Source: an optimization exercise on an open RTL-to-GDS flow (aim: small area). Production flows keep margins and buffers that such runs may drop.
In this exercise RTL edits were held to simulation tests only and were not proved equivalent to the original.

// irig
module irig(input         clk,
            input         rst,
            input         irigb,
            output        pps,
            output reg [5:0]  ts_second,
            output reg [5:0]  ts_minute,
            output reg [4:0]  ts_hour,
            output reg [8:0]  ts_day,
            output reg [6:0]  ts_year,
            output reg [16:0] ts_sec_day,
            output [3:0]  state);
    localparam [16:0] CYCLES_ZERO = 17'd19000,
                      CYCLES_ONE  = 17'd49000,
                      CYCLES_MARK = 17'd79000;
    localparam ST_UNLOCKED = 4'd0, ST_PRELOCK = 4'd1, ST_START = 4'd2,
               ST_SECOND = 4'd3, ST_MINUTE = 4'd4, ST_HOUR = 4'd5,
               ST_DAY = 4'd6, ST_DAY2 = 4'd7, ST_YEAR = 4'd8,
               ST_UNUSED1 = 4'd9, ST_UNUSED2 = 4'd10,
               ST_SEC_DAY = 4'd11, ST_SEC_DAY2 = 4'd12;
    reg [16:0] cnt;
    reg        irigb_last, irigb_last2;
    always @(posedge clk) begin
        cnt <= (irigb_last & ~rst) ? cnt + {16'd0, irigb} : 17'd0;
        if (rst) begin
            irigb_last  <= 1'b0;
            irigb_last2 <= 1'b0;
        end else begin
            irigb_last  <= irigb;
            irigb_last2 <= irigb_last;
        end
  ...
==> module irig, before the edit <==
module irig(input         clk,
            input         rst,
            input         irigb,
            output        pps,
            output reg [5:0]  ts_second,
            output reg [5:0]  ts_minute,
            output reg [4:0]  ts_hour,
            output reg [8:0]  ts_day,
            output reg [6:0]  ts_year,
            output reg [16:0] ts_sec_day,
            output [3:0]  state);
    localparam [16:0] CYCLES_ZERO = 17'd19000,
                      CYCLES_ONE  = 17'd49000,
                      CYCLES_MARK = 17'd79000;
    localparam ST_UNLOCKED = 4'd0, ST_PRELOCK = 4'd1, ST_START = 4'd2,
               ST_SECOND = 4'd3, ST_MINUTE = 4'd4, ST_HOUR = 4'd5,
               ST_DAY = 4'd6, ST_DAY2 = 4'd7, ST_YEAR = 4'd8,
               ST_UNUSED1 = 4'd9, ST_UNUSED2 = 4'd10,
               ST_SEC_DAY = 4'd11, ST_SEC_DAY2 = 4'd12;
    reg [16:0] cnt;
    reg        irigb_last, irigb_last2;
    always @(posedge clk) begin
        cnt <= (irigb_last & ~rst) ? cnt + {16'd0, irigb} : 17'd0;
        if (rst) begin
            irigb_last  <= 1'b0;
            irigb_last2 <= 1'b0;
        end else begin
            irigb_last  <= irigb;
            irigb_last2 <= irigb_last;
        end
    end
    wire fall  = irigb_last2 & ~irigb_last;
    wire ge0   = cnt >= CYCLES_ZERO;
    wire ge1   = cnt >= CYCLES_ONE;
    wire ge2   = cnt >= CYCLES_MARK;
    wire mark  = fall & ge2;
    wire d1    = fall & ge1 & ~ge2;
    wire data  = fall & ge0 & ~ge2;
    reg [3:0] st, nst;
    reg       pps_gate, pps_en;
    reg [3:0] icnt;    
    always @(posedge clk) begin
        if (mark | rst)
            icnt <= 4'd0;
        else if (data)
            icnt <= icnt + 4'd1;
        if (rst) begin
            st <= ST_UNLOCKED;
            pps_gate <= 1'b0;
        end else begin
            st <= nst;
            pps_gate <= pps_en;
        end
    end
    always @(*) begin
        nst = st;
        pps_en = 1'b0;
        case (st)
          ST_UNLOCKED: if (mark) nst = ST_PRELOCK;
          ST_PRELOCK:  if (mark) nst = ST_SECOND; else if (data) nst = ST_UNLOCKED;
          ST_START: begin
              pps_en = 1'b1;
              if (mark) nst = ST_SECOND; else if (data) nst = ST_UNLOCKED;
          end
          ST_SECOND:   if (mark) nst = ST_MINUTE;
          ST_MINUTE:   if (mark) nst = ST_HOUR;
          ST_HOUR:     if (mark) nst = ST_DAY;
          ST_DAY:      if (mark) nst = ST_DAY2;
          ST_DAY2:     if (mark) nst = ST_YEAR;
          ST_YEAR:     if (mark) nst = ST_UNUSED1;
          ST_UNUSED1:  if (mark) nst = ST_UNUSED2;
          ST_UNUSED2:  if (mark) nst = ST_SEC_DAY;
          ST_SEC_DAY:  if (mark) nst = ST_SEC_DAY2;
          ST_SEC_DAY2: if (mark) begin nst = ST_START; pps_en = 1'b1; end
          default: ;
        endcase
    end
    wire finish = mark & (st == ST_SEC_DAY2);
    wire clr    = rst | finish;
    wire pre = ~irigb & irigb_last & ge1 & ~ge2;
    reg opb;
    always @(posedge clk)
        opb <= d1 & ~rst;
    wire [3:0] p  = icnt;                        
    wire [3:0] ia = {1'b0, p[2:0] - 3'd5};       
    reg [8:0] g;
    reg       bit_ok;
    always @(*) begin
        g = 9'd0;
        if (st == ST_DAY2) begin
            if (pre && p < 4'd2) g = 9'd1 << (p[0] + 4'd2);
            if (d1  && p < 4'd2) g = 9'd1 << (p[0] + 4'd5);
            if (opb && (icnt == 4'd1 || icnt == 4'd2)) g = 9'd1 << (icnt[1:0] + 4'd5);
        end else begin
            if (pre) g = (p < 4'd4) ? (9'd1 << p[1:0]) : (p == 4'd4) ? 9'd0 : (9'd1 << (ia + 4'd1));
            if (d1)  g = (p < 4'd5) ? 9'd0 : (9'd1 << (ia + 4'd3));
        end
        bit_ok = 1'b1;
        if (st == ST_MINUTE && p == 4'd8) bit_ok = 1'b0;
        if (st == ST_HOUR && p >= 4'd8) bit_ok = 1'b0;
    end
    wire [8:0] gm = g & {9{bit_ok}};
    reg [5:0]  sec_i;
    reg [5:0]  min_i;
    reg [4:0]  hour_i;
    reg [8:0]  day_i;
    reg [6:0]  year_i;
    reg [16:0] sbs_i;
    function [8:0] inc9(input [8:0] q, input [8:0] s);
        integer k;
        reg t;
        begin
            t = 1'b0;
            for (k = 0; k < 9; k = k + 1) begin
                t = s[k] | (t & q[k-1 < 0 ? 0 : k-1]);
                inc9[k] = q[k] ^ t;
            end
        end
    endfunction
    wire e_sec  = st == ST_SECOND;
    wire e_min  = st == ST_MINUTE;
    wire e_hour = st == ST_HOUR;
    wire e_day  = st == ST_DAY || st == ST_DAY2;
    wire e_year = st == ST_YEAR;
    wire [8:0] sec_n  = inc9({3'd0, sec_i},  gm & {9{e_sec}});
    wire [8:0] min_n  = inc9({3'd0, min_i},  gm & {9{e_min}});
    wire [8:0] hour_n = inc9({4'd0, hour_i}, gm & {9{e_hour}});
    wire [8:0] day_n  = inc9(day_i,          gm & {9{e_day}});
    wire [8:0] year_n = inc9({2'd0, year_i}, gm & {9{e_year}});
    wire [15:0] dec     = 16'd1 << icnt;
    wire        sd1     = d1 & (st == ST_SEC_DAY);
    wire        sd2     = d1 & (st == ST_SEC_DAY2);
    wire [16:0] sbs_hit = ({1'b0, dec} & {17{sd1}}) | ({dec[7:0], 9'd0} & {17{sd2}});
    always @(posedge clk) begin
        sec_i  <= sec_n[5:0]  & {6{~clr}};
        min_i  <= min_n[5:0]  & {6{~clr}};
        hour_i <= hour_n[4:0] & {5{~clr}};
        day_i  <= day_n       & {9{~clr}};
        year_i <= year_n[6:0] & {7{~clr}};
        sbs_i  <= (sbs_i | sbs_hit) & {17{~clr}};
    end
    wire ld   = finish & ~rst;
    wire hold = ~finish & ~rst;
    always @(posedge clk) begin
        ts_second  <= ({6{ld}}  & sec_i)  | ({6{hold}}  & ts_second);
        ts_minute  <= ({6{ld}}  & min_i)  | ({6{hold}}  & ts_minute);
        ts_hour    <= ({5{ld}}  & hour_i) | ({5{hold}}  & ts_hour);
        ts_day     <= ({9{ld}}  & day_i)  | ({9{hold}}  & ts_day);
        ts_year    <= ({7{ld}}  & year_i) | ({7{hold}}  & ts_year);
        ts_sec_day <= ({17{ld}} & sbs_i)  | ({17{hold}} & ts_sec_day);
    end
    assign pps   = irigb & pps_gate;
    assign state = st;
endmodule
clock: 10.0 ns
lec_check: 0
cap_margin: 20
core_margin: 2
core_utilization: 40
slew_margin: 20
run.sh (not shown) runs the stock make flow with config.mk's settings and CLKGATE_MAP_FILE= SYNTH_SCRIPT=/design/flow/synth_recipe.tcl, a recipe that flattens the netlist after the stock synthesis.
==> next run, changes <==
--- a/flow/design.v
+++ b/flow/design.v
@@ -21,5 +21,5 @@
     reg        irigb_last, irigb_last2;
     always @(posedge clk) begin
-        cnt <= (irigb_last & ~rst) ? cnt + {16'd0, irigb} : 17'd0;
+        cnt <= irigb_last ? cnt + {16'd0, irigb} : 17'd0;
         if (rst) begin
             irigb_last  <= 1'b0;
@@ -41,5 +41,5 @@
     reg [3:0] icnt;    
     always @(posedge clk) begin
-        if (mark | rst)
+        if (mark)
             icnt <= 4'd0;
         else if (data)
@@ -78,10 +78,13 @@
     wire finish = mark & (st == ST_SEC_DAY2);
     wire clr    = rst | finish;
-    wire pre = ~irigb & irigb_last & ge1 & ~ge2;
-    reg opb;
-    always @(posedge clk)
+    reg opb, opc;
+    always @(posedge clk) begin
         opb <= d1 & ~rst;
-    wire [3:0] p  = icnt;                        
-    wire [3:0] ia = {1'b0, p[2:0] - 3'd5};       
+        opc <= opb & ~rst;
+    end
+    wire [3:0] pa = icnt;              
+    wire [3:0] pb = icnt - 4'd1;       
+    wire [3:0] ia = {1'b0, pa[2:0] - 3'd5};    
+    wire [3:0] ib = {1'b0, pb[2:0] - 3'd5};
     reg [8:0] g;
     reg       bit_ok;
@@ -89,14 +92,14 @@
         g = 9'd0;
         if (st == ST_DAY2) begin
-            if (pre && p < 4'd2) g = 9'd1 << (p[0] + 4'd2);
-            if (d1  && p < 4'd2) g = 9'd1 << (p[0] + 4'd5);
-            if (opb && (icnt == 4'd1 || icnt == 4'd2)) g = 9'd1 << (icnt[1:0] + 4'd5);
+            if (d1  && pa < 4'd2) g = 9'd1 << (pa[0] + 4'd2);
+            if (opb && pb < 4'd2) g = 9'd1 << (pb[0] + 4'd5);
+            if (opc && pb < 4'd2) g = 9'd1 << (pb[0] + 4'd6);
         end else begin
-            if (pre) g = (p < 4'd4) ? (9'd1 << p[1:0]) : (p == 4'd4) ? 9'd0 : (9'd1 << (ia + 4'd1));
-            if (d1)  g = (p < 4'd5) ? 9'd0 : (9'd1 << (ia + 4'd3));
+            if (d1)  g = (pa < 4'd4) ? (9'd1 << pa[1:0]) : (pa == 4'd4) ? 9'd0 : (9'd1 << (ia + 4'd1));
+            if (opb) g = (pb < 4'd5) ? 9'd0 : (9'd1 << (ib + 4'd3));
         end
         bit_ok = 1'b1;
-        if (st == ST_MINUTE && p == 4'd8) bit_ok = 1'b0;
-        if (st == ST_HOUR && p >= 4'd8) bit_ok = 1'b0;
+        if (st == ST_MINUTE && ((d1 && pa == 4'd8) || (opb && pb == 4'd8))) bit_ok = 1'b0;
+        if (st == ST_HOUR && ((d1 && pa >= 4'd8) || (opb && pb >= 4'd8))) bit_ok = 1'b0;
     end
     wire [8:0] gm = g & {9{bit_ok}};
@@ -128,8 +131,7 @@
     wire [8:0] day_n  = inc9(day_i,          gm & {9{e_day}});
     wire [8:0] year_n = inc9({2'd0, year_i}, gm & {9{e_year}});
-    wire [15:0] dec     = 16'd1 << icnt;
-    wire        sd1     = d1 & (st == ST_SEC_DAY);
-    wire        sd2     = d1 & (st == ST_SEC_DAY2);
-    wire [16:0] sbs_hit = ({1'b0, dec} & {17{sd1}}) | ({dec[7:0], 9'd0} & {17{sd2}});
+    wire [4:0]  sbs_pos = (st == ST_SEC_DAY2) ? {1'b0, icnt} + 5'd9 : {1'b0, icnt};
+    wire        sbs_en  = d1 & (st == ST_SEC_DAY || st == ST_SEC_DAY2);
+    wire [16:0] sbs_hit = {16'd0, sbs_en} << sbs_pos;
     always @(posedge clk) begin
         sec_i  <= sec_n[5:0]  & {6{~clr}};
What happened: The new run finished with timing, DRC and antenna clean; worst setup slack improved by 230 ps; count of clock-buffer cells in the layout is unchanged; cell count went down by 0.51%; core utilization decreases by 0.57 points; cell area falls by 1.2%; routed wire length came out higher by 6.6%; hold slack loses 5.5 ps; fmax grows by 3.8%; first-iteration DRC count rose by 4.8%; area after synthesis rose by 0.36%; via count barely changes; register-to-register slack is better by 70 ps; sequential share of layout area went up by 0.68 points.

[afterwards: timing with drivers on the ports]
How much do the figures lean on ideal ports? The routed layouts below were timed once more, with nothing changed but the port constraints.
Step 1, drivers: a clkbuf_16 drives clk and a buf_2 each remaining input, both assumed.
Step 2 moves the port delays by t, midway between the first and last clock arrival at a register: inputs arrive t later, outputs are due t later. That takes back most of the time a late clock gives input paths.
a / b / c = ideal ports / drivers / drivers and shift; a / b = the first two.
run | t (ns) | setup WS [ns] | hold slack, ns | worst setup path after step 2 | worst slew at a driven data input, ns
the first run | 0.450 | 3.572 / 3.587 / 3.137 | 0.452 / 0.452 / 0.452 | input to register | 0.03
the second run | 0.458 | 3.806 / 3.806 / 3.806 | 0.446 / 0.446 / 0.446 | register to register | 0.03
After both steps setup and hold are still met in every run listed. For the first run, which loses most, drivers alone change the setup slack by +0.015 ns; drivers and shift together by -0.435 ns.
